This design comes from an exercise in tuning for small area, a short achievable clock period and few clock cycles on the open sky130 flow, not from production work.
Only simulation tests tie the RTL to the original design; equivalence was not proved.
Power is estimated from default activity; no workload was simulated.

==> flow/design.v, too long to show whole: its modules and the start of the top module <==
// module booth_enc: 16 lines
// module mul24_csa: 1639 lines
// module tz_pad: 10 lines
// module fpadd_step1: 35 lines
// module fpadd_exc: 28 lines
// module fpadd_step2: 26 lines
// module fpadd_step3: 43 lines
// module fpadd_step4: 38 lines
// module relu_key: 6 lines
// module lt_tree: 22 lines
// module conv_pool: 272 lines
module conv_pool (clk, rst, in_valid, in_ready, in_w, in_x0, in_x1, in_x2, in_x3,
                  in_bias, in_last, out_valid, out_z);
  // ...
==> flow/run.sh <==
#!/bin/bash
# synth_recipe.tcl (not shown) runs the flow's synth.tcl, then flattens the netlist and writes it again
# the make line also repeats each setting of config.mk as NAME=value (left out here)
make -C /OpenROAD-flow-scripts/flow DESIGN_CONFIG=/design/flow/config.mk WORK_HOME=/design/flow/orfs CLKGATE_MAP_FILE= SYNTH_SCRIPT=/design/flow/synth_recipe.tcl finish
==> flow/config.mk <==
export PLATFORM = sky130hd
export DESIGN_NAME = conv_pool
export DESIGN_NICKNAME = conv_pool
export VERILOG_FILES = /design/flow/design.v
export SDC_FILE = /design/flow/constraint.sdc
export NUM_CORES = 4
export LEC_CHECK = 0
export CAP_MARGIN = 70
export CORE_MARGIN = 2
export CORE_UTILIZATION = 40
export PLACE_DENSITY = 0.75
export SLEW_MARGIN = 70
==> flow/constraint.sdc <==
create_clock -name core_clock -period 11.0 [get_ports {clk}]
set_input_delay 2.2000 -clock core_clock [delete_from_list [all_inputs] [get_ports {clk}]]
set_output_delay 2.2000 -clock core_clock [all_outputs]
set_load 0.01 [all_outputs]
==> results.json, run 1 <==
{
  "outcome": "no timing/DRC/antenna violations",
  "synth_seq_cells": 563,
  "path_buf_inv": 2,
  "pwr-share-comb": 0.630,
  "rr_endpoint": "m1S[27]$_DFF_P_",
  "maxPowerGroup": "combinational logic",
  "min_from": "s2ExpX[1]$_DFF_P_",
  "yosysMostFrequentCell": "dfxtp_1",
  "coreArea_um2": 98600,
  "synth.distinct_cells": 103,
  "synth-xor-area-share": 0.112,
  "comb-power_uw": 10200,
  "port_buffers": 241,
  "synth_edf_count": 32,
  "clk_path_buf_depth": 3,
  "async_flop_share": 0,
  "path_max_fanout": 14,
  "holdPathEnd": "s3ExpX[1]$_DFF_P_",
  "holdPathStages": 0,
  "grt.total_usage": 0.207,
  "syn-instance-count": 4206,
  "min_period_ns": 3.98,
  "synth_top_family_by_area": "adder cells",
  "end_kind": "flip-flop",
  "synth_area_leaders": "dfxtp_1 (27%), fa_1 (13%), ha_1 (7.2%)",
  "p_seq_frac": 0.241,
  "dp_cells": 5517,
  "post_drt_wl_per_cell_um": 19.4,
  "r2r-start": "aX[12]$_DFF_P_",
  "drc_errors": 0,
  "area_delta_synth_final_pct": 15.1,
  "synth_compound_area_frac": 0.160,
  "n_all_inverters": 464,
  "cp_num_cells": 9,
  "path_common_cell": "fa_1"
}
Testbench counts, summed over its fixed seeds: cycles 17,796.
==> run 2, diff against run 1 <==
==> flow/flow/run.sh (new file) <==
#!/bin/bash
# Layout flow: the standard flow (standard.sh), with one change: the
# buffers that buffer_ports puts on every input and output port are buf_2
# cells instead of ORFS's default pick, the delay buffer clkdlybuf4s50_1.
set -euo pipefail
echo 'export BUFFER_PORTS_ARGS = -buffer_cell sky130_fd_sc_hd__buf_2' >> config.mk
bash standard.sh > standard.log 2>&1
==> flow/standard.sh (new file) <==
#!/bin/bash
# synth_recipe.tcl (not shown) runs the flow's synth.tcl, then flattens the netlist and writes it again
# the make line also repeats each setting of config.mk as NAME=value (left out here)
make -C /OpenROAD-flow-scripts/flow DESIGN_CONFIG=/design/flow/config.mk WORK_HOME=/design/flow/orfs CLKGATE_MAP_FILE= SYNTH_SCRIPT=/design/flow/synth_recipe.tcl "${@:-finish}"
--- a/flow/config.mk
+++ b/flow/config.mk
@@ -5,8 +5,9 @@
 export SDC_FILE = /design/flow/constraint.sdc
 export NUM_CORES = 4
 export LEC_CHECK = 0
-export CAP_MARGIN = 70
+export CAP_MARGIN = 50
 export CORE_MARGIN = 2
 export CORE_UTILIZATION = 40
 export PLACE_DENSITY = 0.75
-export SLEW_MARGIN = 70
+export SLEW_MARGIN = 50
+export BUFFER_PORTS_ARGS = -buffer_cell sky130_fd_sc_hd__buf_2
removed: flow/run.sh
==> run 2 against run 1 <==
Sequential cell count stayed put. Final area down 4.4%. Clock power decreased by 6%. Final cell count fell by 0.39%. Clock-buffer cell count did not move. Largest cell class unchanged. First-iteration DRC count increased by 20%. Utilization decreased by 2.0 points. Worst hold slack improved by 0.0019 ns. Clock skew is 0.0057 ns higher. Critical path depth unchanged. Maximum frequency fell by 11%. Synthesized cell count unchanged. Largest power group unchanged.
==> results.json, run 2 <==
{
  "min_from": "m2First$_DFF_P_",
  "end_kind": "flip-flop",
  "async_flop_share": 0,
  "yosys-top-cells-count": "dfxtp_1 (531), inv_1 (453), xnor2_1 (304), fa_1 (255), nand2_1 (231)",
  "p_leak_uw": 0.0191,
  "swShare": 0.468,
  "hold_violations": 0,
  "fin_tns_setup_ns": 0,
  "post_cts_resize_count": 0,
  "overflow": 0,
  "syn-instance-count": 4206,
  "vias": 31300,
  "synth_area_leaders": "dfxtp_1 (27%), fa_1 (13%), ha_1 (7.2%)",
  "area_delta_synth_final_pct": 10.1,
  "num_rows": 115,
  "final_common_cell": "dfxtp_1",
  "intPower_uw": 8440,
  "cts_hold_buf": 0,
  "die_area_um2": 102000,
  "holdPathStages": 0,
  "startpoint_type": "flip-flop",
  "antenna_found_initial": 1,
  "r2r-start": "aX[12]$_DFF_P_",
  "synth_seq_cells": 563,
  "fill_cells": 9204,
  "cts_tree": "done",
  "r2r_setup_slack_ns": 6.52,
  "drive_gt1_frac": 0.128,
  "cts_sinks": 563,
  "final.setup_skew_ns": 0.0308,
  "synth.distinct_cells": 103,
  "start_util": 0.404,
  "ioPinCount": 244,
  "path_max_fanout": 14,
  "min_period_ns": 4.48,
  "max_freq_mhz": 223,
  "firstDrtPassIters": 8,
  "crit_family": "adder cells",
  "avgSynthCellArea_um2": 9.47,
  "synth_edf_count": 32,
  "path_common_cell": "fa_1",
  "p_total_uw": 15800,
  "grt_pass1_wl_mm": 167,
  "worstSetupPathType": "reg -> reg",
  "post_drt_wl_per_cell_um": 18.9,
  "outcome": "no timing/DRC/antenna violations",
  "grt_busiest_layer": "met2",
  "antenna_left": 0,
  "yosysTopAreaCell": "dfxtp_1",
  "dp_cells": 5502,
  "gr-usage-met2": 0.328,
  "power.switching_uw": 7410,
  "hp-class": "reg -> reg",
  "drt-initial-drc-count": 3840,
  "synth_top_cell_area_share": 0.267,
  "p_seq_frac": 0.245,
  "wirelength_mm": 106,
  "layoutNonFillerInstCount": 5611,
  "pwr-share-comb": 0.631,
  "fin_crit_sh": 0.408,
  "fin_area_um2": 43900,
  "ys.flop_type": "dfxtp_1",
  "dp_hpwl_mm": 80.4,
  "coreArea_um2": 98600,
  "grt_use_met1": 0.265,
  "n_antenna_cell": 0,
  "clkLatencyLatePin_ns": 0.64,
  "setup_viol": 0,
  "largest_reg_flops": 48,
  "grt_pass1_vias": 30600,
  "layout_common_cells": "dfxtp_1 (499), inv_1 (445), xnor2_1 (303)",
  "met3_usage": 0.0388,
  "cp_data_required_time_ns": 11.51,
  "drv_slew": 0,
  "worstRegToRegCells": 9,
  "yosysMostFrequentCell": "dfxtp_1",
  "holdPathEnd": "pFirst$_DFF_P_",
  "cts_buffers": 57,
  "yosysSeqAreaShare": 0.291,
  "path_buf_inv": 2,
  "grt_max_degree": 79,
  "clkPwrFrac": 0.124,
  "clk_pin_slew_ns": 0.07,
  "grt.total_usage": 0.203,
  "syn_area_um2": 39800,
  "htree_levels": 2,
  "holdWs_ns": 0.325,
  "num-nets-final": 4968,
  "vias_per_cell": 5.59,
  "worst_pin_slew_ns": 0.758,
  "drc_errors": 0,
  "power_density_nw_per_um2": 361,
  "rr_endpoint": "m1S[27]$_DFF_P_",
  "die-width_um": 320,
  "root_buffer": "clkbuf_16",
  "crit_arrival_ns": 5.00,
  "maxCapViolations": 0,
  "gp_congestion": 0.939,
  "cts_setup_buffers": 0,
  "port_buffers": 241,
  "slew-limit-headroom": 0.494,
  "worstPathCellList": "inv_1 -> o22ai_1 -> xor2_1 -> fa_1 -> fa_1 -> fa_1 -> fa_1 -> inv_1 -> fa_1",
  "die_y_um": 320,
  "crit_slowest_cell": "dfxtp_1",
  "top_regs": "m1S: 48 flops, m1C: 47 flops",
  "largest-register": "m1S",
  "peakVddDrop_mv": 0.208,
  "cp_slowest_stage_delay_ns": 0.80,
  "rsz0062_at_grt": "no",
  "clk_path_buf_depth": 3,
  "yosysWarnings": 4,
  "dpl_cell_area_um2": 41900
}
## run 2: cell counts after synthesis
Identical to the previous run, type by type.
## run 2: worst reg2reg max path, stage by stage, from the launching register on
cell	delay, ns
dfxtp_1	0.80
inv_1	0.48
o22ai_1	0.27
xor2_1	0.27
fa_1	0.47
fa_1	0.58
fa_1	0.45
fa_1	0.56
inv_1	0.05
fa_1	0.44
## run 2: worst max-delay path by stage
stage | cells past startpoint | slack [ns] | endpoint | start
floorplan | 11 | 6.35 | mx[0]$_DFFE_PP_ | R[32]$_SDFF_PP0_
global placement | 9 | 6.64 | m1S[27]$_DFF_P_ | aX[12]$_DFF_P_
detailed placement | 9 | 6.58 | m1S[27]$_DFF_P_ | aX[12]$_DFF_P_
CTS | 9 | 6.56 | m1S[27]$_DFF_P_ | aX[12]$_DFF_P_
global route | 9 | 6.37 | m1S[27]$_DFF_P_ | aX[12]$_DFF_P_
finish | 9 | 6.52 | m1S[27]$_DFF_P_ | aX[12]$_DFF_P_
## run 2: layout make-up
class                      instances  area [um2]  share of cell area
inverter                         464        1740              0.0398
clock buffer                      79        1650              0.0377
timing repair buffer             269        1450              0.0331
tap                             1287        1610              0.0367
sequential                       563       11600               0.265
multi-input combinational       2920       25500               0.581
clock inverter                    29         282             0.00642
## run 2: kinds of logic after synthesis
| group | after synthesis | share of synthesized area |
|---|---|---|
| muxes | 159 | 0.0583 |
| other | 1 | 0.0000941 |
| DFF | 563 | 0.291 |
| buffers and inverters | 724 | 0.0716 |
| xor gates and xnor gates | 509 | 0.112 |
| and+or+nand+nor | 817 | 0.106 |
| AOI/OAI and AO/OA | 946 | 0.160 |
| adders and majority gates | 487 | 0.201 |
## run 2: metal layers
metal	vias to the layer above	part of all wire
met2	1482	0.45
met1	14900	0.42
met5	-	0
li1	14600	-
met4	0	0.041
met3	276	0.085
## run 2: power by group through the flow
stage          Sequential (uW)  Combinational [uW]  Clock (uW)
5_1_grt                   3950               11400        2090
3_5_place_dp              3880                9900           0
3_3_place_gp              3860                9550           0
6_report                  3880               10000        1970
2_1_floorplan             3400                7790           0
4_1_cts                   3840               10000        2010
## run 2: through the flow
stage / utilization / setup slack, ns
4_1_cts: 0.445 / 6.56
3_3_place_gp: 0.424 / 6.64
6_report: 0.445 / 6.52
5_1_grt: 0.445 / 6.37
2_1_floorplan: - / 6.35
3_5_place_dp: 0.425 / 6.58
==> run 3, diff against run 2 <==
--- a/flow/config.mk
+++ b/flow/config.mk
@@ -5,9 +5,9 @@
 export SDC_FILE = /design/flow/constraint.sdc
 export NUM_CORES = 4
 export LEC_CHECK = 0
-export CAP_MARGIN = 50
+export CAP_MARGIN = 85
 export CORE_MARGIN = 2
 export CORE_UTILIZATION = 40
 export PLACE_DENSITY = 0.75
-export SLEW_MARGIN = 50
+export SLEW_MARGIN = 85
 export BUFFER_PORTS_ARGS = -buffer_cell sky130_fd_sc_hd__buf_2
==> run 3 against run 2 <==
Still clean. Worst hold slack worse by 0.0037 ns. Global-route usage up 1.4 points. Register-to-register slack got worse by 5.7 ns. Via count increased by 10%. Sequential cell count unchanged. Power grew 23%. Synthesized cell count unchanged. Maximum frequency down 56%. Clock-buffer cell count fell by 8. Utilization increased by 9.4 points. First-iteration DRC count increased by 3.0%. Area after synthesis stayed put.
==> results.json, run 3 <==
{
  "die_area_um2": 102000,
  "cts_hold_buf": 0,
  "cts_setup_buffers": 0,
  "multiInputGateArea_um2": 30500,
  "ioPinCount": 244,
  "worstRegToRegCells": 27,
  "vias": 34500,
  "drive_gt1_frac": 0.339,
  "utilization": 0.539,
  "max_freq_mhz": 98.5,
  "yosys-top-cells-count": "dfxtp_1 (531), inv_1 (453), xnor2_1 (304), fa_1 (255), nand2_1 (231)",
  "root_buffer": "clkbuf_16",
  "drv_slew": 0,
  "hp-class": "reg -> reg",
  "cts_buffers": 59,
  "die_y_um": 320,
  "async_flop_share": 0,
  "top_regs": "m1S: 48 flops, m1C: 47 flops",
  "yosysSeqAreaShare": 0.291,
  "holdPathStages": 0,
  "layout_common_cells": "inv_1 (437), dfxtp_1 (329), buf_2 (270)",
  "grt.total_usage": 0.217,
  "firstDrtPassIters": 9,
  "clk_path_buf_depth": 3,
  "yosysTopAreaCell": "dfxtp_1",
  "post_cts_resize_count": 0,
  "worstSetupPathType": "reg -> reg",
  "fin_tns_setup_ns": 0,
  "grt_pass1_vias": 33600,
  "htree_levels": 2,
  "dp_slack_ns": 4.26,
  "syn-instance-count": 4206,
  "grt_pass1_wl_mm": 179,
  "peakVddDrop_mv": 0.249,
  "final.setup_skew_ns": 0.0284,
  "drc_errors": 0,
  "wirelength_mm": 124,
  "final_common_cell": "inv_1",
  "clk_pin_slew_ns": 0.07,
  "cts_tree": "done",
  "power_density_nw_per_um2": 366,
  "outcome": "no timing/DRC/antenna violations",
  "largest_reg_flops": 48,
  "die-width_um": 320,
  "yosysWarnings": 4,
  "vias_per_cell": 5.75,
  "overflow": 0,
  "synth.distinct_cells": 103,
  "yosysMostFrequentCell": "dfxtp_1",
  "setup_viol": 0,
  "end_kind": "flip-flop",
  "synth_edf_count": 32,
  "synth_seq_cells": 563,
  "avgSynthCellArea_um2": 9.47,
  "startpoint_type": "flip-flop",
  "grt_max_degree": 37,
  "p_leak_uw": 0.0220,
  "regArea_um2": 12100,
  "rsz0062_at_grt": "no",
  "dp_hpwl_mm": 87.8,
  "largest-register": "m1S",
  "crit_arrival_ns": 10.69,
  "min_period_ns": 10.16,
  "clkLatencyLatePin_ns": 0.65,
  "cts_sinks": 563,
  "ys.flop_type": "dfxtp_1",
  "port_buffers": 241,
  "synth_top_cell_area_share": 0.267,
  "antenna_found_initial": 2,
  "coreArea_um2": 98600,
  "gp_congestion": 0.939,
  "start_util": 0.404,
  "post_drt_wl_per_cell_um": 20.6,
  "antenna_left": 0,
  "maxCapViolations": 0,
  "fin_ws_ns": 0.843,
  "syn_area_um2": 39800,
  "path_max_fanout": 4,
  "num-nets-final": 5348,
  "fill_cells": 7686,
  "area_delta_synth_final_pct": 33.2,
  "drt-initial-drc-count": 3957,
  "cp_data_required_time_ns": 11.54,
  "num_rows": 115,
  "synth_area_leaders": "dfxtp_1 (27%), fa_1 (13%), ha_1 (7.2%)",
  "hold_violations": 0,
  "fin_crit_sh": 0.923
}
run 3: worst paths after layout:
path | startpoint | to | slack, ns
max | m1S[4]$_DFF_P_ | m2St$_DFF_P_ | 0.84
min | aFirst$_DFF_P_ | m1First$_DFF_P_ | 0.32
max reg2reg | m1S[4]$_DFF_P_ | m2St$_DFF_P_ | 0.84
min reg2reg | aFirst$_DFF_P_ | m1First$_DFF_P_ | 0.32
run 3: where the power goes:
group	total, uW	switching [uW]	internal, uW
Clock	2060	890	1170
Sequential	3980	907	3070
Combinational	13400	7350	6040
Total	19400	9140	10300
run 3: kinds of logic (layout without fill, tap and decap cells):
logic type                 count (synthesis)  count (layout)  synth area share
AOI/OAI and AO/OA                        946             946             0.160
xor gates and xnor gates                 509             509             0.112
adders and majority gates                487             487             0.201
buffers and inverters                    724            1222            0.0716
DFF                                      563             563             0.291
muxes                                    159             159            0.0583
other                                      1               3         0.0000941
and+or+nand+nor                          817             817             0.106
run 3: stage by stage:
stage	cells	area, um2	power, uW	hold slack [ns]
4_1_cts	5882	49700	17900	0.322
5_1_grt	5992	53100	20900	0.325
3_3_place_gp	5497	41800	13400	0.311
3_5_place_dp	5771	47600	15700	0.312
6_report	5993	53100	19400	0.322
2_1_floorplan	4207	39800	11200	0.310
run 3: worst max-delay path, stage by stage (launching register included):
cell             delay, ns
dfxtp_1               0.33
ha_1                  0.26
nor3_2                0.22
a22oi_2               0.09
dlymetal6s2s_1        0.18
buf_1                 0.13
clkbuf_1              0.14
a2111oi_4             0.36
clkdlybuf4s50_1       0.53
clkdlybuf4s50_1       0.49
clkdlybuf4s50_1       0.48
clkdlybuf4s50_1       0.49
clkdlybuf4s50_1       0.48
clkdlybuf4s50_1       0.47
clkdlybuf4s50_1       0.48
clkdlybuf4s50_1       0.50
o2111ai_2             0.13
a2111oi_4             0.29
clkdlybuf4s50_1       0.53
clkdlybuf4s50_1       0.47
clkdlybuf4s50_1       0.48
clkdlybuf4s50_1       0.47
clkdlybuf4s50_1       0.47
nand4_1               0.16
nor4b_4               0.32
clkdlybuf4s50_1       0.54
clkdlybuf4s50_1       0.49
nand3_1               0.06
run 3: final cells by class:
cell class	instances	share of cell area
Antenna cell	1	0.0000471
Sequential cell	563	0.228
Clock inverter	40	0.00747
Tap cell	1287	0.0303
Multi-Input combinational cell	2920	0.575
Clock buffer	71	0.0307
Timing Repair Buffer	647	0.0929
Inverter	464	0.0355
run 3: routing by layer:
metal,vias up,global-route usage,routed length (um)
li1,15400,-,-
met1,16700,0.274,47400
met2,1975,0.360,59000
met3,474,0.0447,11000
met4,0,0.0930,6160
met5,-,0,0
==> run 4, diff against run 3 <==
--- a/flow/config.mk
+++ b/flow/config.mk
@@ -5,9 +5,9 @@
 export SDC_FILE = /design/flow/constraint.sdc
 export NUM_CORES = 4
 export LEC_CHECK = 0
-export CAP_MARGIN = 85
+export CAP_MARGIN = 70
 export CORE_MARGIN = 2
 export CORE_UTILIZATION = 40
 export PLACE_DENSITY = 0.75
-export SLEW_MARGIN = 85
+export SLEW_MARGIN = 70
 export BUFFER_PORTS_ARGS = -buffer_cell sky130_fd_sc_hd__buf_2
==> run 4 against run 3 <==
Critical path type unchanged. Largest cell class unchanged. Clock power decreased by 3%. Synthesized cell count did not move. Critical endpoint is now m1S[27]$_DFF_P_. Non-clock buffer count fell by 361. Via count down 9.2%. Utilization down 8.7 points. Critical path depth down 18. Final area is 16% lower. Worst hold slack improved by 0.0026 ns. Clock skew is 0.0025 ns lower. Register-to-register slack better by 6.2 ns. Combinational power down 24%. Sequential power down 2%.
==> results.json, run 4 <==
{
  "power_density_nw_per_um2": 363,
  "ys.flop_type": "dfxtp_1",
  "path_buf_inv": 2,
  "gp_congestion": 0.939,
  "synth_compound_area_frac": 0.160,
  "grt.total_usage": 0.203,
  "yosysMostFrequentCell": "dfxtp_1",
  "crit_slowest_cell": "dfxtp_2",
  "holdPathEnd": "s3ExpX[2]$_DFF_P_",
  "max_freq_mhz": 252,
  "hold_violations": 0,
  "overflow": 0,
  "end_kind": "flip-flop",
  "synth_top_family_by_area": "adder cells",
  "peakVddDrop_mv": 0.193,
  "syn_area_um2": 39800,
  "outcome": "no timing/DRC/antenna violations",
  "largest-register": "m1S",
  "antenna_found_initial": 2,
  "r2r_setup_slack_ns": 7.03,
  "root_buffer": "clkbuf_16",
  "antenna_left": 0,
  "area_delta_synth_final_pct": 11.6,
  "yosys-top-cells-count": "dfxtp_1 (531), inv_1 (453), xnor2_1 (304), fa_1 (255), nand2_1 (231)",
  "grt_pass1_vias": 30900,
  "async_flop_share": 0,
  "port_buffers": 241,
  "path_common_cell": "fa_1",
  "grt_pass1_wl_mm": 168,
  "yosysTopAreaCell": "dfxtp_1",
  "synth_top_cell_area_share": 0.267,
  "startpoint_type": "flip-flop",
  "cts_buffers": 58,
  "die_y_um": 320,
  "syn-instance-count": 4206,
  "fin_tns_setup_ns": 0,
  "firstDrtPassIters": 12,
  "cp_data_required_time_ns": 11.52,
  "worstPathCellList": "inv_2 -> o22ai_1 -> xor2_1 -> fa_1 -> fa_1 -> fa_1 -> fa_1 -> inv_1 -> fa_1",
  "grt_max_degree": 79,
  "cp_slowest_stage_delay_ns": 0.59,
  "vias_per_cell": 5.56,
  "fin_crit_sh": 0.360,
  "p_leak_uw": 0.0192,
  "min_period_ns": 3.97,
  "r2r-start": "aX[12]$_DFF_P_",
  "worstSetupPathType": "reg -> reg",
  "final.setup_skew_ns": 0.0259,
  "crit_family": "adder cells",
  "synth.distinct_cells": 103,
  "holdWs_ns": 0.324,
  "cts_setup_buffers": 0,
  "synthMuxAreaShare": 0.0583,
  "drive_gt1_frac": 0.157,
  "drc_errors": 0,
  "drt-initial-drc-count": 3504,
  "post_drt_wl_per_cell_um": 18.9,
  "top_regs": "m1S: 48 flops, m1C: 47 flops",
  "post_cts_resize_count": 0,
  "drv_slew": 0,
  "clk_pin_slew_ns": 0.07,
  "num-nets-final": 4986,
  "cts_sinks": 563,
  "largest_reg_flops": 48,
  "die-width_um": 320,
  "cts_hold_buf": 0,
  "yosysSeqAreaShare": 0.291,
  "num_rows": 115,
  "holdPathStages": 0,
  "clk_path_buf_depth": 3,
  "ioPinCount": 244,
  "setup_viol": 0,
  "rr_endpoint": "m1S[27]$_DFF_P_",
  "hp-class": "reg -> reg",
  "crit_arrival_ns": 4.48,
  "dp_hpwl_mm": 80.9,
  "yosys.area_share.simple": 0.106,
  "maxCapViolations": 0,
  "wirelength_mm": 107,
  "start_util": 0.404,
  "yosysWarnings": 4,
  "die_area_um2": 102000,
  "synth_area_leaders": "dfxtp_1 (27%), fa_1 (13%), ha_1 (7.2%)",
  "synth_seq_cells": 563,
  "worstRegToRegCells": 9,
  "coreArea_um2": 98600,
  "clkLatencyLatePin_ns": 0.64,
  "rsz0062_at_grt": "no",
  "layout_common_cells": "inv_1 (442), dfxtp_1 (432), xnor2_1 (300)",
  "min_from": "s2ExpX[2]$_DFF_P_",
  "final_common_cell": "inv_1",
  "utilization": 0.451,
  "htree_levels": 2,
  "vias": 31300,
  "yosys.area_share.adder": 0.201,
  "synth-xor-area-share": 0.112,
  "path_max_fanout": 14,
  "synth_edf_count": 32,
  "avgSynthCellArea_um2": 9.47,
  "cts_tree": "done"
}
==> run 4: final cells by class <==
cell class	instances	area [um2]
multi-input combinational	2920	25800
antenna	1	2.50
timing repair buffer	286	1570
clock buffer	72	1650
clock inverter	37	325
inverter	464	1780
fill	9087	54100
sequential	563	11800
tap	1287	1610
==> run 4: logic make-up after synthesis <==
group / Yosys count
flops: 563
compound gates: 946
simple gates: 817
xor+xnor: 509
mux: 159
other cells: 1
buf+inv: 724
fa+ha+maj: 487
==> run 4: routing by layer <==
layer | vias up | global-route usage | wire length [um]
met3 | 275 | 0.0467 | 9560
met2 | 1453 | 0.332 | 48800
met1 | 14900 | 0.259 | 44300
met5 | - | 0 | 13
met4 | 2 | 0.0797 | 4050
li1 | 14700 | - | -
==> run 4: how the worst max path moves through the flow <==
stage          slack, ns           endpoint  cells past startpoint                start
2_1_floorplan       6.35    mx[0]$_DFFE_PP_                     11     R[32]$_SDFF_PP0_
3_3_place_gp        6.64    m1S[27]$_DFF_P_                      9       aX[12]$_DFF_P_
3_5_place_dp        7.08    m1S[27]$_DFF_P_                      9       aX[12]$_DFF_P_
4_1_cts             7.08    m1S[27]$_DFF_P_                      9       aX[12]$_DFF_P_
5_1_grt             6.92  s2CarryLo$_DFF_P_                     14  s1ShiftN[0]$_DFF_P_
6_report            7.03    m1S[27]$_DFF_P_                      9       aX[12]$_DFF_P_
==> run 4: through the flow <==
stage,power (uW),instances,setup WS [ns],area [um2]
6_report,16100,5630,7.03,44500
5_1_grt,17700,5629,6.92,44500
4_1_cts,16100,5623,7.08,44300
3_5_place_dp,14000,5514,7.08,42300
3_3_place_gp,13400,5497,6.64,41800
2_1_floorplan,11200,4207,6.35,39800
==> run 4: worst reg2reg max path: cells and delay by family (launching register included) <==
kind                       cells  cell delay (ns)
xor gates and xnor gates       1             0.28
adders and majority gates      5             2.50
DFF                            1             0.59
AOI/OAI and AO/OA              1             0.20
buffers and inverters          2             0.30
==> run 4: report_power, final <==
| part | leakage (uW) | switching, uW | internal, uW |
|---|---|---|---|
| sequential | 0.00475 | 869 | 3020 |
| combinational | 0.0135 | 5830 | 4420 |
| clock | 0.000970 | 877 | 1110 |
==> run 5, diff against run 4 <==
--- a/flow/config.mk
+++ b/flow/config.mk
@@ -7,7 +7,7 @@
 export LEC_CHECK = 0
 export CAP_MARGIN = 70
 export CORE_MARGIN = 2
-export CORE_UTILIZATION = 40
-export PLACE_DENSITY = 0.75
+export CORE_UTILIZATION = 55
+export PLACE_DENSITY = 0.85
 export SLEW_MARGIN = 70
 export BUFFER_PORTS_ARGS = -buffer_cell sky130_fd_sc_hd__buf_2
==> run 5 against run 4 <==
Still clean on timing, DRC and antenna. Critical path depth unchanged. Non-clock buffer count down 5. Clock-buffer cell count up 5. Register-to-register slack worse by 0.13 ns. Critical path type unchanged. Largest cell class unchanged.
==> results.json, run 5 <==
{
  "root_buffer": "clkbuf_16",
  "area_delta_synth_final_pct": 11.0,
  "path_buf_inv": 2,
  "wirelength_mm": 108,
  "rr_endpoint": "m1S[27]$_DFF_P_",
  "maxCapViolations": 0,
  "final_common_cell": "inv_1",
  "fin_area_um2": 44200,
  "pwr-share-comb": 0.641,
  "ys.flop_type": "dfxtp_1",
  "layoutNonFillerInstCount": 5291,
  "min_from": "m1Exp[4]$_DFF_P_",
  "dpl_cell_area_um2": 41900,
  "outcome": "no timing/DRC/antenna violations",
  "power.switching_uw": 7920,
  "cts_sinks": 563,
  "worstPathCellList": "inv_2 -> o22ai_1 -> xor2_1 -> fa_1 -> fa_1 -> fa_1 -> fa_1 -> inv_1 -> fa_1",
  "fin_tns_setup_ns": 0,
  "clkPwrFrac": 0.127,
  "startpoint_type": "flip-flop",
  "end_kind": "flip-flop",
  "port_buffers": 241,
  "clk_pin_slew_ns": 0.06,
  "async_flop_share": 0,
  "synth_top_cell_area_share": 0.267,
  "grt_pass1_vias": 32500,
  "num-nets-final": 4983,
  "synth_edf_count": 32,
  "drc_errors": 0,
  "top_regs": "m1S: 48 flops, m1C: 47 flops",
  "post_cts_resize_count": 0,
  "yosysTopAreaCell": "dfxtp_1",
  "crit_slowest_cell": "dfxtp_2",
  "fill_cells": 5627,
  "intPower_uw": 8810,
  "peakVddDrop_mv": 0.248,
  "holdPathStages": 0,
  "coreArea_um2": 71600,
  "clkLatencyLatePin_ns": 0.65,
  "crit_family": "adder cells",
  "dp_hpwl_mm": 79.0,
  "dp_cells": 5173,
  "synth_seq_cells": 563,
  "yosys-top-cells-count": "dfxtp_1 (531), inv_1 (453), xnor2_1 (304), fa_1 (255), nand2_1 (231)",
  "cts_buffers": 60,
  "antenna_left": 0,
  "crit_arrival_ns": 4.60,
  "yosysMostFrequentCell": "dfxtp_1",
  "hold_violations": 0,
  "largest_reg_flops": 48,
  "yosysSeqAreaShare": 0.291,
  "yosysWarnings": 4,
  "fin_crit_sh": 0.372,
  "clk_path_buf_depth": 3,
  "holdPathEnd": "m2Exp[4]$_DFF_P_",
  "worstSetupPathType": "reg -> reg",
  "ioPinCount": 244,
  "htree_levels": 2,
  "rsz0062_at_grt": "no",
  "r2r-start": "aX[12]$_DFF_P_",
  "die-width_um": 273,
  "grt_max_degree": 73,
  "power_density_nw_per_um2": 378,
  "path_max_fanout": 14,
  "p_total_uw": 16700,
  "max_freq_mhz": 244,
  "gp_congestion": 0.966,
  "setup_viol": 0,
  "p_leak_uw": 0.0193,
  "p_seq_frac": 0.232,
  "post_drt_wl_per_cell_um": 20.5,
  "num_rows": 98,
  "synth.distinct_cells": 103,
  "hp-class": "reg -> reg",
  "largest-register": "m1S",
  "firstDrtPassIters": 9,
  "cts_hold_buf": 0,
  "cts_setup_buffers": 0,
  "r2r_setup_slack_ns": 6.91,
  "cp_data_required_time_ns": 11.50,
  "start_util": 0.556,
  "cp_slowest_stage_delay_ns": 0.60,
  "layout_common_cells": "inv_1 (442), dfxtp_1 (434), xnor2_1 (300)",
  "die_y_um": 273,
  "avgSynthCellArea_um2": 9.47,
  "worstRegToRegCells": 9,
  "syn_area_um2": 39800,
  "die_area_um2": 74600,
  "overflow": 0,
  "synth_area_leaders": "dfxtp_1 (27%), fa_1 (13%), ha_1 (7.2%)",
  "grt_pass1_wl_mm": 173,
  "drive_gt1_frac": 0.154,
  "vias": 32200,
  "grt.total_usage": 0.287,
  "swShare": 0.473,
  "path_common_cell": "fa_1",
  "syn-instance-count": 4206,
  "antenna_found_initial": 1,
  "min_period_ns": 4.09,
  "drv_slew": 0,
  "cts_tree": "done",
  "drt-initial-drc-count": 4138,
  "vias_per_cell": 6.08,
  "final.setup_skew_ns": 0.0549
}
## run 5: cell count changes in the layout (fill, tap and decap cells not counted), sizes merged, moves of 3 or more
cell	change
inv	-10
bufinv	+7
clkbuf	+6
buf	-5
clkinv	+4
clkinvlp	-3
## run 5: cell families after synthesis
family          synth area share
fa+ha+maj                  0.201
other cells            0.0000941
compound gates             0.160
buf+inv                   0.0716
simple gates               0.106
mux                       0.0583
flops                      0.291
xor+xnor                   0.112
## run 5: power by group through the flow
| stage | logic, uW | clock network [uW] | registers (uW) |
|---|---|---|---|
| after floorplan | 7790 | 0 | 3400 |
| after global placement | 9440 | 0 | 3830 |
| after detailed placement | 10200 | 0 | 3880 |
| after CTS | 10500 | 2140 | 3840 |
| after global routing | 12000 | 2230 | 3960 |
| final | 10700 | 2120 | 3890 |
## run 5: area by class of cell
type                       count  area, um2  area share
antenna                        1       2.50   0.0000566
clock buffer                  77       1630      0.0368
clock inverter                35        467      0.0106
inverter                     464       1770      0.0401
multi-input combinational   2920      25800       0.584
sequential                   563      11800       0.266
tap                          950       1190      0.0269
timing repair buffer         281       1550      0.0351
## run 5: how the worst max path moves through the flow
| stage | slack (ns) | end | cells after the start | startpoint |
|---|---|---|---|---|
| floorplan | 6.35 | mx[0]$_DFFE_PP_ | 11 | R[32]$_SDFF_PP0_ |
| global placement | 6.63 | m1S[27]$_DFF_P_ | 9 | aX[12]$_DFF_P_ |
| detailed placement | 7.08 | m1S[27]$_DFF_P_ | 9 | aX[12]$_DFF_P_ |
| CTS | 6.96 | m1S[27]$_DFF_P_ | 9 | aX[12]$_DFF_P_ |
| global route | 6.82 | m1S[27]$_DFF_P_ | 11 | aX[22]$_DFF_P_ |
| finish | 6.91 | m1S[27]$_DFF_P_ | 9 | aX[12]$_DFF_P_ |
## run 5: routing by layer
metal / up-vias / wire length (um) / part of all wire / track usage
met3: 395 / 10200 / 0.094 / 0.0598
li1: 14700 / - / - / -
met1: 15300 / 41500 / 0.38 / 0.353
met4: 0 / 5420 / 0.050 / 0.134
met2: 1828 / 51200 / 0.47 / 0.481
met5: - / 0 / 0 / 0
## run 5: metrics by stage
step / hold slack, ns / util / setup WS, ns
6_report: 0.320 / 0.617 / 6.91
5_1_grt: 0.323 / 0.617 / 6.82
4_1_cts: 0.319 / 0.614 / 6.96
3_5_place_dp: 0.312 / 0.585 / 7.08
3_3_place_gp: 0.310 / 0.577 / 6.63
2_1_floorplan: 0.310 / - / 6.35
==> run 6, diff against run 5 <==
--- a/flow/config.mk
+++ b/flow/config.mk
@@ -7,7 +7,7 @@
 export LEC_CHECK = 0
 export CAP_MARGIN = 70
 export CORE_MARGIN = 2
-export CORE_UTILIZATION = 55
-export PLACE_DENSITY = 0.85
+export CORE_UTILIZATION = 40
+export PLACE_DENSITY = 0.65
 export SLEW_MARGIN = 70
 export BUFFER_PORTS_ARGS = -buffer_cell sky130_fd_sc_hd__buf_2
==> run 6 against run 5 <==
Worst setup slack improved by 0.12 ns. Combinational power fell by 5%. Sequential share of layout area fell by 0.32 points. Final cell count rose by 6.6%. Sequential cell count did not move. Still clean on timing, DRC and antenna. Area after synthesis did not move. Largest cell class unchanged. Non-clock buffer count rose by 9. Clock skew fell by 0.030 ns. Register-to-register slack improved by 0.12 ns. Utilization fell by 16 points.
==> results.json, run 6 <==
{
  "outcome": "no timing/DRC/antenna violations",
  "holdPathStages": 0,
  "wirelength_mm": 109,
  "maxCapViolations": 0,
  "post_drt_wl_per_cell_um": 19.3,
  "final_common_cell": "inv_1",
  "num_rows": 115,
  "avgSynthCellArea_um2": 9.47,
  "drc_errors": 0,
  "min_period_ns": 3.97,
  "max_freq_mhz": 252,
  "yosys-top-cells-count": "dfxtp_1 (531), inv_1 (453), xnor2_1 (304), fa_1 (255), nand2_1 (231)",
  "vias_per_cell": 5.50,
  "largest_reg_flops": 48,
  "startpoint_type": "flip-flop",
  "drv_slew": 0,
  "peakVddDrop_mv": 0.198,
  "cp_data_required_time_ns": 11.53,
  "power.switching_uw": 7540,
  "layoutNonFillerInstCount": 5638,
  "synth_seq_cells": 563,
  "fin_crit_sh": 0.361,
  "grt_pass1_vias": 30900,
  "dp_hpwl_mm": 82.1,
  "crit_path_start": "aX[12]$_DFF_P_",
  "fin_tns_setup_ns": 0,
  "antenna_found_initial": 1,
  "grt_max_degree": 65,
  "cts_setup_buffers": 0,
  "p_seq_frac": 0.239,
  "rsz0062_at_grt": "no",
  "syn_area_um2": 39800,
  "worstSetupPathType": "reg -> reg",
  "fin_ws_ns": 7.03,
  "clkPwrFrac": 0.131,
  "async_flop_share": 0,
  "worstRegToRegCells": 9,
  "pwr-share-comb": 0.630,
  "path_max_fanout": 14,
  "start_util": 0.404,
  "antenna_left": 0,
  "top_regs": "m1S: 48 flops, m1C: 47 flops",
  "yosysMostFrequentCell": "dfxtp_1",
  "die_area_um2": 102000,
  "cts_buffers": 60,
  "htree_levels": 2,
  "cts_tree": "done",
  "hp-class": "reg -> reg",
  "yosysTopAreaCell": "dfxtp_1",
  "port_buffers": 241,
  "yosysSeqAreaShare": 0.291,
  "setup_viol": 0,
  "intPower_uw": 8630,
  "p_total_uw": 16200,
  "min_from": "s2ExpX[1]$_DFF_P_",
  "clk_pin_slew_ns": 0.07,
  "firstDrtPassIters": 9,
  "root_buffer": "clkbuf_16",
  "hold_violations": 0,
  "swShare": 0.466,
  "synth_top_cell_area_share": 0.267,
  "cts_sinks": 563,
  "die-width_um": 320,
  "clk_path_buf_depth": 3,
  "dp_cells": 5522,
  "synth_area_leaders": "dfxtp_1 (27%), fa_1 (13%), ha_1 (7.2%)",
  "post_cts_resize_count": 0,
  "grt_pass1_wl_mm": 171,
  "die_y_um": 320,
  "area_delta_synth_final_pct": 12.1,
  "r2r-start": "aX[12]$_DFF_P_",
  "power_density_nw_per_um2": 362,
  "num-nets-final": 4992,
  "crit_arrival_ns": 4.50,
  "drt-initial-drc-count": 2859,
  "grt.total_usage": 0.208,
  "clkLatencyLatePin_ns": 0.65,
  "gp_congestion": 0.903,
  "syn-instance-count": 4206,
  "synth.distinct_cells": 103,
  "largest-register": "m1S",
  "ys.flop_type": "dfxtp_1",
  "overflow": 0,
  "ioPinCount": 244,
  "fill_cells": 9332,
  "synth_edf_count": 32,
  "dp_slack_ns": 7.06,
  "final.setup_skew_ns": 0.0250,
  "vias": 31000,
  "drive_gt1_frac": 0.155,
  "p_leak_uw": 0.0193,
  "yosysWarnings": 4,
  "coreArea_um2": 98600,
  "end_kind": "flip-flop",
  "layout_common_cells": "inv_1 (442), dfxtp_1 (441), xnor2_1 (301)",
  "cts_hold_buf": 0,
  "holdWs_ns": 0.320
}
==> run 6: cell type report <==
class / instances / area, um2 / area share
Clock buffer: 80 / 1710 / 0.0382
Timing Repair Buffer: 290 / 1650 / 0.0369
Inverter: 464 / 1780 / 0.0397
Clock inverter: 32 / 403 / 0.00902
Multi-Input combinational cell: 2920 / 25800 / 0.577
Tap cell: 1287 / 1610 / 0.0361
Sequential cell: 563 / 11700 / 0.263
Antenna cell: 2 / 5.00 / 0.000112
==> run 6: cell families (layout without fill, tap and decap cells) <==
| kind of cell | Yosys count | count (layout) | share of synthesized area |
|---|---|---|---|
| AOI/OAI and AO/OA | 946 | 946 | 0.160 |
| and+or+nand+nor | 817 | 817 | 0.106 |
| buffers and inverters | 724 | 866 | 0.0716 |
| DFF | 563 | 563 | 0.291 |
| xor gates and xnor gates | 509 | 509 | 0.112 |
| adders and majority gates | 487 | 487 | 0.201 |
| muxes | 159 | 159 | 0.0583 |
| other | 1 | 4 | 0.0000941 |
==> run 6: critical path: stages, from the launching register on <==
cell and delay [ns]:
dfxtp_2 0.59, inv_2 0.25, o22ai_1 0.20, xor2_1 0.29, fa_1 0.47, fa_1 0.57, fa_1 0.45, fa_1 0.54
inv_1 0.05, fa_1 0.43
==> run 6: layer usage <==
layer | wire (um) | share of wire | vias to the layer above | GRT usage
met5 | 0 | 0 | - | 0
met4 | 4080 | 0.037 | 0 | 0.0800
met3 | 8070 | 0.074 | 241 | 0.0370
met2 | 49500 | 0.45 | 1199 | 0.338
met1 | 47200 | 0.43 | 14800 | 0.276
li1 | - | - | 14700 | -
==> run 6: power groups by stage <==
| stage | logic [uW] | registers, uW | clock network [uW] |
|---|---|---|---|
| global route | 11600 | 3950 | 2260 |
| floorplan | 7790 | 3400 | 0 |
| CTS | 10200 | 3840 | 2180 |
| global placement | 9730 | 3850 | 0 |
| detailed placement | 10100 | 3880 | 0 |
| finish | 10200 | 3870 | 2120 |
==> run 6: through the flow <==
step                      cell area [um2]  utilization
after detailed placement            42400        0.430
final                               44700        0.453
after global placement              41800        0.424
after floorplan                     39800            -
after global routing                44700        0.453
after CTS                           44500        0.452
==> run 6: path summary, 6_finish.rpt <==
check,to,slack [ns]
worst max-delay path,m1S[27]$_DFF_P_,7.03
worst max register to register,m1S[27]$_DFF_P_,7.03
worst min-delay path,s3ExpX[1]$_DFF_P_,0.32
worst min register to register,s3ExpX[1]$_DFF_P_,0.32
==> run 7, diff against run 6 <==
==> flow/config.mk (replaced) <==
export PLATFORM = sky130hd
export DESIGN_NAME = conv_pool
export DESIGN_NICKNAME = conv_pool
export VERILOG_FILES = /design/flow/design.v
export SDC_FILE = /design/flow/constraint.sdc
export NUM_CORES = 4
export LEC_CHECK = 0
export CAP_MARGIN = 75
export CORE_MARGIN = 2
export CORE_UTILIZATION = 40
export PLACE_DENSITY = 0.75
export SLEW_MARGIN = 75
export BUFFER_PORTS_ARGS = -buffer_cell sky130_fd_sc_hd__buf_2
==> run 7 against run 6 <==
Still clean on timing, DRC and antenna. Sequential share of layout area shrank 0.066 points. Sequential cell count unchanged. Maximum frequency is 2.2% higher. Worst setup slack improved by 0.087 ns. Critical path type unchanged.
==> results.json, run 7 <==
{
  "peakVddDrop_mv": 0.185,
  "clkLatencyLatePin_ns": 0.65,
  "ioPinCount": 244,
  "fin_crit_sh": 0.353,
  "synth.distinct_cells": 103,
  "cp_slowest_stage_delay_ns": 0.55,
  "post_cts_resize_count": 0,
  "post_drt_wl_per_cell_um": 19.0,
  "ys.flop_type": "dfxtp_1",
  "maxCapViolations": 0,
  "synth_area_leaders": "dfxtp_1 (27%), fa_1 (13%), ha_1 (7.2%)",
  "worstPathCellList": "inv_4 -> o22ai_1 -> xor2_1 -> fa_1 -> fa_1 -> inv_1 -> fa_1 -> inv_1 -> fa_1 -> inv_1 -> fa_1",
  "drc_errors": 0,
  "maxUsedRoutingLayer": "met4",
  "clkPwrFrac": 0.128,
  "power.switching_uw": 7670,
  "wl_met1_mm": 45.1,
  "die-width_um": 320,
  "worstSetupPathType": "reg -> reg",
  "dp_hpwl_mm": 81.4,
  "dpl_cell_area_um2": 42700,
  "start_util": 0.404,
  "path_common_cell": "fa_1",
  "yosysMostFrequentCell": "dfxtp_1",
  "yosysTopAreaCell": "dfxtp_1",
  "cts_tree": "done",
  "rsz0062_at_grt": "no",
  "grt_pass1_wl_mm": 168,
  "power_density_nw_per_um2": 365,
  "hp-class": "reg -> reg",
  "synth_edf_count": 32,
  "vias": 31500,
  "startpoint_type": "flip-flop",
  "overflow": 0,
  "layoutNonFillerInstCount": 5646,
  "largest-register": "m1S",
  "setup_viol": 0,
  "cts_sinks": 563,
  "antenna_found_initial": 1,
  "intPower_uw": 8780,
  "min_period_ns": 3.88,
  "path_max_fanout": 24,
  "pwr-share-comb": 0.635,
  "fill_cells": 9091,
  "avgSynthCellArea_um2": 9.47,
  "antenna_left": 0,
  "htree_levels": 2,
  "cp_data_required_time_ns": 11.52,
  "num-nets-final": 5001,
  "coreArea_um2": 98600,
  "clk_pin_slew_ns": 0.07,
  "utilization": 0.457,
  "met3_length_mm": 9.14,
  "die_y_um": 320,
  "end_kind": "flip-flop",
  "max_freq_mhz": 257,
  "cts_hold_buf": 0,
  "drive_gt1_frac": 0.167,
  "crit_slowest_cell": "fa_1",
  "synth_seq_cells": 563,
  "fin_tns_setup_ns": 0,
  "dp_slack_ns": 7.06,
  "firstDrtPassIters": 10,
  "dr_wl_met2_mm": 49.2,
  "wirelength_mm": 107,
  "cts_setup_buffers": 0,
  "cts_buffers": 59,
  "swShare": 0.466,
  "final_common_cell": "inv_1",
  "top_regs": "m1S: 48 flops, m1C: 47 flops",
  "yosysSeqAreaShare": 0.291,
  "vias_per_cell": 5.59,
  "die_area_um2": 102000,
  "dp_cells": 5532,
  "p_seq_frac": 0.237,
  "async_flop_share": 0,
  "largest_reg_flops": 48,
  "layout_common_cells": "inv_1 (441), dfxtp_1 (426), xnor2_1 (298)",
  "crit_arrival_ns": 4.41,
  "synth_top_cell_area_share": 0.267,
  "port_buffers": 241,
  "fin_ws_ns": 7.12,
  "fin_area_um2": 45100,
  "root_buffer": "clkbuf_16",
  "hold_violations": 0,
  "drv_slew": 0,
  "final.setup_skew_ns": 0.0199,
  "yosys-top-cells-count": "dfxtp_1 (531), inv_1 (453), xnor2_1 (304), fa_1 (255), nand2_1 (231)",
  "yosysWarnings": 4,
  "gp_congestion": 0.939,
  "p_leak_uw": 0.0194,
  "grt.total_usage": 0.204,
  "outcome": "no timing/DRC/antenna violations",
  "num_rows": 115,
  "drt-initial-drc-count": 3427,
  "grt_pass1_vias": 30900,
  "grt_max_degree": 65,
  "area_delta_synth_final_pct": 13.1,
  "clk_path_buf_depth": 3,
  "syn_area_um2": 39800,
  "syn-instance-count": 4206
}
==> run 7: final timing paths <==
path	startpoint	end	slack, ns	depth (start not counted)
setup / recovery	aX[21]$_DFF_P_	m1S[30]$_DFF_P_	7.12	11
hold / removal	s2ExpX[6]$_DFF_P_	s3ExpX[6]$_DFF_P_	0.32	0
setup reg to reg	aX[21]$_DFF_P_	m1S[30]$_DFF_P_	7.12	11
hold reg to reg	s2ExpX[6]$_DFF_P_	s3ExpX[6]$_DFF_P_	0.32	0
==> run 7: stage by stage <==
step                      hold slack [ns]  power, uW
final                               0.324      16400
after global routing                0.325      18100
after CTS                           0.324      16300
after detailed placement            0.312      14100
after global placement              0.311      13400
after floorplan                     0.310      11200
==> run 7: cell type report <==
cell class / count / area (um2) / share of cell area
Timing Repair Buffer: 300 / 1750 / 0.0387
Tap cell: 1287 / 1610 / 0.0357
Sequential cell: 563 / 11800 / 0.262
Antenna cell: 1 / 2.50 / 0.0000555
Inverter: 464 / 1780 / 0.0394
Clock buffer: 74 / 1650 / 0.0365
Multi-Input combinational cell: 2920 / 26000 / 0.578
Clock inverter: 37 / 435 / 0.00966
==> run 7: metal layers <==
layer | vias to the layer above | GRT usage
li1 | 14700 | -
met1 | 15000 | 0.268
met2 | 1532 | 0.333
met3 | 265 | 0.0375
met4 | 0 | 0.0795
met5 | - | 0
==> run 7: power groups by stage <==
stage,logic (uW),registers (uW),clock network (uW)
floorplan,7790,3400,0
global placement,9550,3860,0
detailed placement,10200,3900,0
CTS,10300,3870,2140
global route,11900,3980,2220
finish,10400,3900,2100
==> run 7: cell families after synthesis <==
logic type / after synthesis / share of synthesized area
other cells: 1 / 0.0000941
compound gates: 946 / 0.160
xor+xnor: 509 / 0.112
flops: 563 / 0.291
mux: 159 / 0.0583
buf+inv: 724 / 0.0716
fa+ha+maj: 487 / 0.201
simple gates: 817 / 0.106
==> run 7: worst max-delay path: cells and delay by family, from the launching register on <==
family	cells	cell delay (ns)
xor gates and xnor gates	1	0.21
buffers and inverters	4	0.35
adders and majority gates	5	2.53
DFF	1	0.42
AOI/OAI and AO/OA	1	0.23

-- re-timing with driven ports --
No port has a modelled driver above. Below, the same layouts with a new extraction and two added sets of constraints. Step 1 assumes that a clkbuf_16 drives the clock port and a buf_2 every other input. Step 2 adds t to the input delays and takes it off the output delays; t is the mean of the earliest and latest rising clock arrival at the registers after step 1. Input paths then give back, and output paths get back, about the clock's delay inside the block. Slacks: ideal / step 1 / step 2; pairs: ideal / step 1.
run	t (ns)	slack for setup (ns)	worst setup path after step 2
run 1	0.687	7.017 / 7.017 / 7.017	register to register
run 2	0.690	6.515 / 6.515 / 6.515	register to register
run 3	0.702	0.843 / 0.843 / 0.843	register to register
run 4	0.694	7.035 / 7.035 / 7.035	register to register
run 5	0.691	6.906 / 6.906 / 6.906	register to register
run 6	0.699	7.028 / 7.028 / 7.028	register to register
run 7	0.704	7.115 / 7.115 / 7.115	register to register
After both steps every run listed still meets setup and hold.
